What follows belongs to an exercise in optimizing a design on an open flow for small area; a production flow would make more cautious choices.
In this exercise RTL edits were held to simulation tests only and were not proved equivalent to the original.
Power and IR drop assume default switching activity.

## flow/design.v (module list and top-level ports; edited modules follow where they fit)
// module g_inv: 3 lines
// module g_nand2: 3 lines
// module g_nor2: 3 lines
// module g_nand3: 3 lines
// module g_nor3: 3 lines
// module g_nand4: 3 lines
// module g_nor4: 3 lines
// module g_or4: 3 lines
// module g_nand3b: 3 lines
// module g_xor2: 3 lines
// module g_xnor2: 3 lines
// module g_nor2b: 3 lines
// module g_a21oi: 3 lines
// module g_a21boi: 3 lines
// module g_o21ai: 3 lines
// module g_o22ai: 3 lines
// module arbiter256: 2580 lines
module arbiter256 (
	input enable,
	input [255:0] req,
	output [255:0] grant,
	output reg [7:0] select,
	output reg valid,
	input clock,
	input reset
);
  // ...
==> flow/flow/run.sh <==
#!/bin/bash
# The standard layout (standard.sh), with these changes:
#  - after synthesis, every combinational cell is sized down to the
#    smallest cell of its function (flow/downsize.tcl); timing repair
#    sizes up again where needed;
#  - the port buffers are the smallest buffer cell;
#  - repair_design after placement does not use the largest buffers
#    (flow/resize_dont_use.tcl);
#  - clock tree synthesis options from flow/cts_args.txt.
cp standard.sh standard_sh.txt
export POST_SYNTH_TCL="$PWD/flow/downsize.tcl"
export PRE_RESIZE_TCL="$PWD/flow/resize_dont_use.tcl"
export BUFFER_PORTS_ARGS="-buffer_cell sky130_fd_sc_hd__buf_1"
if [[ -f flow/cts_args.txt ]]; then
  export CTS_ARGS="$(cat flow/cts_args.txt)"
fi
bash standard.sh > standard.log 2>&1
==> flow/flow/cts_args.txt <==
-sink_clustering_enable -repair_clock_nets -dont_use_dummy_load -buf_list {sky130_fd_sc_hd__clkbuf_8} -sink_clustering_size 16 -sink_clustering_max_diameter 80
==> flow/flow/downsize.tcl <==
# Size every combinational cell from synthesis down to the smallest cell of
# the same function; then give the cells that drive many pins a stronger
# drive (the platform keeps later resizing to the same footprint).
proc fn_variants {base} {
  set out {}
  foreach lc [get_lib_cells ${base}_*] {
    set name [get_property $lc name]
    if {![regexp "^${base}_(\[0-9\]+)\$" $name -> dr]} { continue }
    if {[get_property $lc dont_use]} { continue }
    lappend out [list $dr $name [get_property $lc area]]
  }
  return $out
}
set n 0
set m 0
foreach inst [get_cells *] {
  set cell [get_property $inst ref_name]
  if {![regexp {^(sky130_fd_sc_hd__([a-z0-9]+))_([0-9]+)$} $cell -> base fn drive]} { continue }
  if {[regexp {^(df|dl|sdf|edf|sedf|clk|buf|conb|tap|fill|decap|diode)} $fn]} { continue }
  set fanout 0
  foreach pin [get_pins -of_objects $inst -filter "direction == output"] {
    set net [get_nets -of_objects $pin]
    if {$net ne ""} {
      incr fanout [llength [get_pins -of_objects $net -filter "direction == input"]]
    }
  }
  set want 0
  if {$fanout >= 4} { set want 2 }
  set best $cell
  set best_area [get_property [get_lib_cells $cell] area]
  foreach v [fn_variants $base] {
    lassign $v dr name a
    if {$want > 0} {
      if {$dr == $want} { set best $name; set best_area 0 }
    } elseif {$a < $best_area - 1e-6} {
      set best $name; set best_area $a
    }
  }
  if {$best ne $cell} {
    replace_cell $inst $best
    if {$want > 0} { incr m } else { incr n }
  }
}
puts "downsize: sized $n cells down, $m high-fanout cells to drive 2"
==> flow/flow/resize_dont_use.tcl <==
# Keep repair_design to the smaller buffers when it buffers the reset net.
set_dont_use [get_lib_cells {sky130_fd_sc_hd__buf_8 sky130_fd_sc_hd__buf_12 sky130_fd_sc_hd__buf_16}]
==> flow/standard.sh <==
#!/bin/bash
# synth_recipe.tcl (not shown) runs the flow's synth.tcl, then flattens the netlist and writes it again
# the make line also repeats each setting of config.mk as NAME=value (left out here)
make -C /OpenROAD-flow-scripts/flow DESIGN_CONFIG=/design/flow/config.mk WORK_HOME=/design/flow/orfs CLKGATE_MAP_FILE= SYNTH_SCRIPT=/design/flow/synth_recipe.tcl "${@:-finish}"
==> flow/config.mk <==
export PLATFORM = sky130hd
export DESIGN_NAME = arbiter256
export DESIGN_NICKNAME = arbiter256
export VERILOG_FILES = /design/flow/design.v
export SDC_FILE = /design/flow/constraint.sdc
export NUM_CORES = 4
export LEC_CHECK = 0
export CAP_MARGIN = 20
export CORE_MARGIN = 2
export CORE_UTILIZATION = 40
export GPL_TIMING_DRIVEN = 1
export SETUP_SLACK_MARGIN = 0.05
export SLEW_MARGIN = 20
export SYNTH_HIERARCHICAL = 1
==> flow/constraint.sdc <==
create_clock -name core_clock -period 3.5 [get_ports {clock}]
set_input_delay 0.7000 -clock core_clock [delete_from_list [all_inputs] [get_ports {clock}]]
set_output_delay 0.7000 -clock core_clock [all_outputs]
set_load 0.01 [all_outputs]
==> results.py, run 1 <==
metrics = {
    "outcome": {
        "status": "no timing/DRC/antenna violations",
    },
    "clock_tree": {
        "cts-resized-gates": 13,
        "clk_latency_ns": 0.57,
        "cts_buffers": 21,
        "cts.htree.levels": 1,
        "cts_tree": "done",
    },
    "critical_path": {
        "crit_family": "buffers and inverters",
        "cp_slowest_stage_delay_ns": 0.48,
        "cp-startpoint": "select[1]$_DFF_PP0_",
        "end_kind": "primary output",
        "slowest_stage": "inv_2",
        "start_kind": "register",
    },
    "power": {
        "top_power_group": "combinational logic",
        "clk-power_mw": 1.55,
        "powerComb_mw": 4.88,
        "seqPwrFrac_pct": 40.8,
        "power.internal_mw": 5.94,
    },
    "global_route": {
        "grtUsageMet3_pct": 3.95,
        "grt-ovfl-total": 0,
        "use_met2_pct": 39.2,
    },
    "final_layout": {
        "regMostFlops": "q",
        "buf_share_pct": 13.2,
        "largest_reg_flops": 255,
        "nets": 2639,
        "drive_gt1_share_pct": 18.8,
        "buffers": 560,
        "seq_area_sq_um": 6800,
        "mostFrequentLayoutCell": "buf_1",
    },
    "timing": {
        "tns_ns": 0,
        "fmax_ghz": 0.296,
        "final.min_clock_period_ns": 3.38,
        "whs_ns": 0.248,
        "slew_headroom_pct": 32.5,
    },
    "die": {
        "taps": 461,
        "die_area_sq_um": 37300,
    },
    "yosys": {
        "synth_fp_nets": 2051,
        "netlist_instances": 1792,
    },
    "drt": {
        "first_pass_iters": 6,
        "ant_nets": 0,
    },
    "place": {
        "io_buffer_count": 523,
        "dp.cells": 2783,
        "place_area_sq_um": 16900,
    },
    "worst_hold_path": {
        "min_path_type": "in2async",
    },
}
==> run 2: changes to the inputs <==
--- a/flow/config.mk
+++ b/flow/config.mk
@@ -9,4 +9,5 @@
 export CORE_MARGIN = 2
-export CORE_UTILIZATION = 40
+export CORE_UTILIZATION = 75
 export GPL_TIMING_DRIVEN = 1
+export PLACE_DENSITY = 0.9
 export SETUP_SLACK_MARGIN = 0.05
==> run 2 against run 1 <==
  * The run now fails in 3_2_place_iop
  * Synthesized cell count did not move
  * Area after synthesis unchanged
==> results.py, run 2 <==
metrics = {
    "yosys": {
        "syn_area_per_cell_sq_um": 7.98,
        "netlist_instances": 1792,
        "synthesis.area_sq_um": 14300,
        "yosysWarnings": 7,
        "synth_fp_nets": 2051,
    },
    "die": {
        "start_util_pct": 76.4,
        "die_w_um": 142,
        "num_rows": 50,
        "dieHeight_um": 142,
    },
    "outcome": {
        "status": "stopped before the end",
        "error_line": "[ERROR PPL-0024] Number of IO pins (524) exceeds maximum number of available positions (508). Increase the die perimeter from 568.16um to 712.64um.",
        "lastStage": "3_2_place_iop",
    },
}
==> run 3: changes to the inputs <==
--- a/flow/config.mk
+++ b/flow/config.mk
@@ -9,5 +9,5 @@
 export CORE_MARGIN = 2
-export CORE_UTILIZATION = 75
+export CORE_UTILIZATION = 60
 export GPL_TIMING_DRIVEN = 1
-export PLACE_DENSITY = 0.9
+export PLACE_DENSITY = 0.8
 export SETUP_SLACK_MARGIN = 0.05
==> run 3 against run 2 <==
  * Area after synthesis stayed put
  * The run now finishes clean
  * Synthesized cell count stayed put
==> results.py, run 3 <==
metrics = {
    "final_layout": {
        "largest_reg_flops": 255,
        "final_cell_mix": "buf_1 (507), nor2_1 (414), nand2_1 (263), o22ai_1 (241), a21oi_1 (170)",
        "area_growth_pct": 21.8,
        "nets": 2612,
        "regMostFlops": "q",
        "mostFrequentLayoutCell": "buf_1",
        "nFillCells": 1873,
        "drive_gt1_share_pct": 13.2,
        "fin_area_sq_um": 17400,
        "seq_area_sq_um": 6800,
        "top_regs": "q x255, select x8",
        "multi_input_area_sq_um": 7260,
    },
    "die": {
        "dieHeight_um": 158,
        "die_area_sq_um": 25100,
        "ios": 524,
        "start_util_pct": 61.1,
        "num_rows": 56,
        "core-area_sq_um": 23400,
        "die_w_um": 158,
    },
    "place": {
        "gp_congestion": 0.924,
        "hpwl_mm": 36.7,
        "io_buffer_count": 523,
        "place_area_sq_um": 16700,
    },
    "clock_tree": {
        "cts.htree.levels": 1,
        "clock-root-buffer": "clkbuf_8",
        "clk_latency_ns": 0.57,
        "cts_buffer_depth": 3,
        "cts_tree": "done",
        "cts_buffers": 20,
        "cts_sinks": 265,
        "clk_pin_slew_ns": 0.10,
    },
    "timing": {
        "report.final.hold_viol_count": 0,
        "worstMarginPinSlew_ns": 0.820,
        "final.min_clock_period_ns": 3.42,
        "fmax_ghz": 0.293,
        "slew_headroom_pct": 45.0,
        "whs_ns": 0.227,
        "finClkSkew_ns": 0.0516,
        "rsz0062_at_grt": "true",
        "tns_ns": 0,
        "finalSetupViolCount": 0,
        "period_share_pct": 97.6,
        "slew_viol_final": 0,
    },
    "critical_path": {
        "cp_slowest_stage_delay_ns": 0.42,
        "start_kind": "register",
        "r2r_cells": 13,
        "cp_common_cell": "o22ai_1",
        "cp-startpoint": "q[71]$_DFF_PP0_",
        "worstReg2RegEnd": "ev_n_q$_DFF_PP1_",
        "r2r_start": "q[136]$_DFF_PP1_",
        "slowest_stage": "dfrtp_1",
        "r2r_slack_ns": 0.86,
        "worstPathRequired_ns": 2.80,
        "end_kind": "primary output",
        "path_class": "reg2out",
        "crit_fanout": 15,
        "cp.arrival_ns": 2.72,
        "crit_chain": "inv_1 -> o22ai_1 -> o22ai_1 -> o22ai_2 -> xor2_1 -> nand4_1 -> nand3b_2 -> buf_8 -> nor2_1 -> clkbuf_2",
        "cp-endpoint": "grant[23]",
    },
    "drt": {
        "vias_per_cell": 5.84,
        "ant_nets": 0,
        "first_pass_iters": 5,
        "wirelength_mm": 50.7,
        "drcViolationCount": 0,
        "dr_total_vias": 15603,
        "first_iter_violations": 1524,
        "drt-wirelength-per-cell_um": 19.0,
    },
    "yosys": {
        "synth_fp_nets": 2051,
        "netlist_instances": 1792,
        "synthesis.area_sq_um": 14300,
        "yosysWarnings": 7,
        "syn_area_per_cell_sq_um": 7.98,
    },
    "power": {
        "ir_worst_vdd_uv": 433,
        "power_leakage_nw": 7.30,
        "p_per_area_nw_per_um2": 600,
    },
    "global_route": {
        "track_usage_pct": 37.1,
        "grt_max_degree": 123,
        "grt_pass1_vias": 13388,
        "grt_pass1_wl_mm": 71.4,
        "grt-ovfl-total": 0,
        "antenna_found_initial": 2,
    },
    "flow_run": {
        "maxCapViolations": 0,
    },
    "worst_hold_path": {
        "min_path_type": "in2async",
    },
    "outcome": {
        "status": "no timing/DRC/antenna violations",
    },
}
## run 3: report_power, final
group | internal, mW | leakage (nW) | total [mW] | switching [mW]
Sequential | 3.63 | 2.98 | 4.43 | 0.805
Clock | 0.515 | 0.144 | 1.48 | 0.967
Combinational | 1.63 | 4.18 | 4.54 | 2.90
## run 3: layer usage
metal	GRT usage, %	vias up	part of all wire [%]
li1	-	7303	-
met1	50.2	7344	40
met2	56.5	818	44
met3	10.0	136	11
met4	16.4	2	4.9
met5	0	-	0.024
## run 3: worst min-delay path by stage
stage / slack, ns / start / to
6_report: 0.23 / reset / q[103]$_DFF_PP0_
5_1_grt: 0.26 / req[171] / q[213]$_DFF_PP1_
4_1_cts: 0.25 / req[175] / q[215]$_DFF_PP1_
3_5_place_dp: 0.45 / q[183]$_DFF_PP1_ / q[183]$_DFF_PP1_
3_3_place_gp: 0.45 / q[157]$_DFF_PP1_ / q[157]$_DFF_PP1_
2_1_floorplan: 0.44 / q[129]$_DFF_PP1_ / q[129]$_DFF_PP1_
## run 3: final cells by class
class                      instances  share of cell area, %
timing repair buffer             537                   12.2
clock buffer                      20                   1.58
sequential                       265                   39.0
antenna                            2                 0.0287
inverter                         143                   3.16
multi-input combinational       1386                   41.7
tap                              319                   2.29
## run 3: critical path, delay by kind of cell (launching register included)
kind | cells | cell delay (ns)
compound gates | 3 | 0.57
buf+inv | 3 | 0.45
flops | 1 | 0.42
simple gates | 3 | 0.52
xor+xnor | 1 | 0.18
## run 3: what timing repair did
| action | in CTS | in global routing |
|---|---|---|
| gates resized for setup | 8 | 63 |
| hold buffers | 0 | 0 |
| endpoints found under the setup margin | 94 | 226 |
| buffers inserted | 0 | 8 |
| cloned | 0 | 2 |
| pin swaps | 0 | 6 |
## run 3: per-stage QoR
stage / instances / utilization (%) / total power, mW / worst slack, ns
after global placement: 2640 / 71.5 / 8.44 / 0.643
after floorplan: 1792 / - / 7.25 / 0.622
after global routing: 2670 / 74.4 / 11.0 / -0.0455
final: 2672 / 74.4 / 10.5 / 0.0841
after detailed placement: 2640 / 71.5 / 8.63 / 0.546
after CTS: 2660 / 72.9 / 10.1 / 0.0511
==> run 4: changes to the inputs <==
==> flow/flow/cts_args.txt (replaced) <==
-sink_clustering_enable -repair_clock_nets -dont_use_dummy_load -buf_list {sky130_fd_sc_hd__clkbuf_4 sky130_fd_sc_hd__clkbuf_8} -sink_clustering_size 10 -sink_clustering_max_diameter 50
==> run 4 against run 3 <==
  * Core utilization decreased by 0.091 points
  * Power grew 3.6%
  * Clock-buffer cell count is 15 higher
  * Combinational power fell by 2%
  * Clock skew down 0.0024 ns
  * Largest cell class unchanged
  * Maximum frequency grew 2.1%
==> results.py, run 4 <==
metrics = {
    "outcome": {
        "status": "no timing/DRC/antenna violations",
    },
    "critical_path": {
        "path_class": "reg2out",
        "start_kind": "register",
        "end_kind": "primary output",
        "crit_fanout": 16,
        "cp.arrival_ns": 2.65,
        "r2r_cells": 12,
        "r2r_start": "q[197]$_DFF_PP1_",
        "worstPathRequired_ns": 2.80,
        "cp-startpoint": "q[122]$_DFF_PP0_",
    },
    "timing": {
        "tns_ns": 0,
        "final.min_clock_period_ns": 3.35,
        "finClkSkew_ns": 0.0492,
        "slew_viol_final": 0,
        "fmax_ghz": 0.299,
        "worstMarginPinSlew_ns": 0.849,
        "period_share_pct": 95.6,
        "report.final.hold_viol_count": 0,
        "rsz0062_at_grt": "true",
        "finalSetupViolCount": 0,
        "whs_ns": 0.239,
        "slew_headroom_pct": 43.1,
    },
    "power": {
        "ir_worst_vdd_uv": 422,
        "sw_frac_of_total_pct": 43.4,
        "power_frac_clock_pct": 18.1,
        "power.internal_mw": 6.12,
        "pwr-share-comb_pct": 41.0,
        "p_per_area_nw_per_um2": 623,
        "seqPwrFrac_pct": 40.9,
        "p_sw_mw": 4.70,
        "power_leakage_nw": 7.23,
    },
    "final_layout": {
        "area_growth_pct": 21.7,
        "mostFrequentLayoutCell": "buf_1",
        "multi_input_area_sq_um": 7130,
        "drive_gt1_share_pct": 11.8,
        "regMostFlops": "q",
        "layoutNonFillerInstCount": 2677,
        "largest_reg_flops": 255,
        "seq_area_sq_um": 6790,
        "nets": 2618,
        "top_regs": "q x255, select x8",
        "final_cell_mix": "buf_1 (523), nor2_1 (425), nand2_1 (263), o22ai_1 (248), a21oi_1 (170)",
        "nFillCells": 1848,
    },
    "drt": {
        "first_pass_iters": 6,
        "first_iter_violations": 1442,
        "ant_nets": 0,
        "vias_per_cell": 5.79,
        "drcViolationCount": 0,
        "wirelength_mm": 49.6,
        "dr_total_vias": 15488,
        "drt-wirelength-per-cell_um": 18.5,
    },
    "clock_tree": {
        "clock-root-buffer": "clkbuf_8",
        "clk_latency_ns": 0.55,
        "cts_tree": "done",
        "cts.htree.levels": 2,
        "clk_pin_slew_ns": 0.07,
        "cts_buffer_depth": 3,
        "cts_buffers": 35,
        "cts_sinks": 265,
    },
    "die": {
        "core-area_sq_um": 23400,
        "dieHeight_um": 158,
        "die_w_um": 158,
        "die_area_sq_um": 25100,
        "ios": 524,
        "start_util_pct": 61.1,
        "num_rows": 56,
    },
    "place": {
        "hpwl_mm": 36.7,
        "io_buffer_count": 523,
        "gp_congestion": 0.924,
        "dp.cells": 2640,
    },
    "global_route": {
        "grt_max_degree": 123,
        "track_usage_pct": 37.3,
        "antenna_found_initial": 1,
        "grt-ovfl-total": 0,
        "grt_pass1_wl_mm": 71.4,
        "grt_pass1_vias": 13466,
    },
    "yosys": {
        "syn_area_per_cell_sq_um": 7.98,
        "synth_fp_nets": 2051,
        "synthesis.area_sq_um": 14300,
        "netlist_instances": 1792,
        "yosysWarnings": 7,
    },
    "flow_run": {
        "maxCapViolations": 0,
    },
    "worst_hold_path": {
        "min_path_type": "in2async",
    },
}
## run 4: cell types whose count changed in the layout (fill, tap and decap cells not counted), moves of 11 or more
cell / delta
clkbuf_8: +15
nor2_1: +11
buf_1: +16
nor2_2: -11
clkbuf_2: -12
## run 4: layout make-up
cell class	count	share of cell area, %
antenna	1	0.0144
multi-input combinational	1384	41.0
sequential	265	39.1
inverter	143	3.16
tap	319	2.30
clock buffer	35	2.77
timing repair buffer	530	11.7
## run 4: power by group through the flow
stage	Clock (mW)	Sequential, mW	Combinational (mW)
final	1.97	4.43	4.44
after global routing	2.11	4.53	4.73
after CTS	1.99	4.40	4.22
after detailed placement	0	4.44	4.18
after global placement	0	4.40	4.04
after floorplan	0	4.30	2.96
## run 4: final timing paths
check | slack, ns | end
max | 0.15 | grant[228]
min in group core_clock | 0.30 | q[215]$_DFF_PP1_
min reg2reg | 0.46 | q[234]$_DFF_PP1_
max reg2reg | 0.93 | ev_n_q$_DFF_PP1_
min | 0.24 | q[103]$_DFF_PP0_
max in group asynchronous | 2.28 | q[172]$_DFF_PP1_
## run 4: worst max-delay path: stages, from the launching register on
cell and delay [ns]:
dfrtp_1 0.41, inv_1 0.05, o22ai_1 0.17, o22ai_1 0.14
o22ai_2 0.26, xor2_1 0.22, nand4_1 0.13, nand3b_4 0.33
nor2_1 0.23, buf_1 0.19
## run 4: metrics by stage
step	utilization [%]	total power [mW]	cell area, sq um	worst slack [ns]
after global placement	71.5	8.44	16700	0.643
after detailed placement	71.5	8.63	16700	0.546
after global routing	74.3	11.4	17400	0.0171
after CTS	73.7	10.6	17200	0.0597
after floorplan	-	7.25	14300	0.622
final	74.3	10.8	17400	0.154
## run 4: repair_timing
item                       in CTS  in global routing
resized for setup               6                 18
hold buffers                    0                  0
pin swaps                       0                  1
setup endpoints to repair      42                185
setup buffers                   0                  1
## run 4: metal layers
metal / vias up / track usage [%] / part of all wire (%)
li1: 7300 / - / -
met1: 7261 / 51.0 / 40
met2: 784 / 57.5 / 45
met3: 141 / 8.55 / 10
met4: 2 / 16.3 / 4.6
met5: - / 0 / 0.022

[separate check: timing with driven ports]
Ports are ideal in the flow. The routed layouts listed here were re-timed in OpenROAD.
Step 1 assumes that a clkbuf_16 drives the clock port and a buf_2 every other input.
Step 2 moves the port delays by t, midway between the first and last clock arrival at a register: inputs arrive t later, outputs are due t later. That takes back most of the time a late clock gives input paths.
Three values: ideal, step 1, step 2; two values: the first two.
run | t (ns) | slack for setup (ns) | pins driven straight from the clock port
run 1 | 0.591 | 0.116 / 0.066 / 0.531 | 1
run 3 | 0.589 | 0.084 / 0.037 / 0.558 | 1
run 4 | 0.567 | 0.154 / 0.109 / 0.514 | 1
After both steps setup and hold are still met in every run listed.
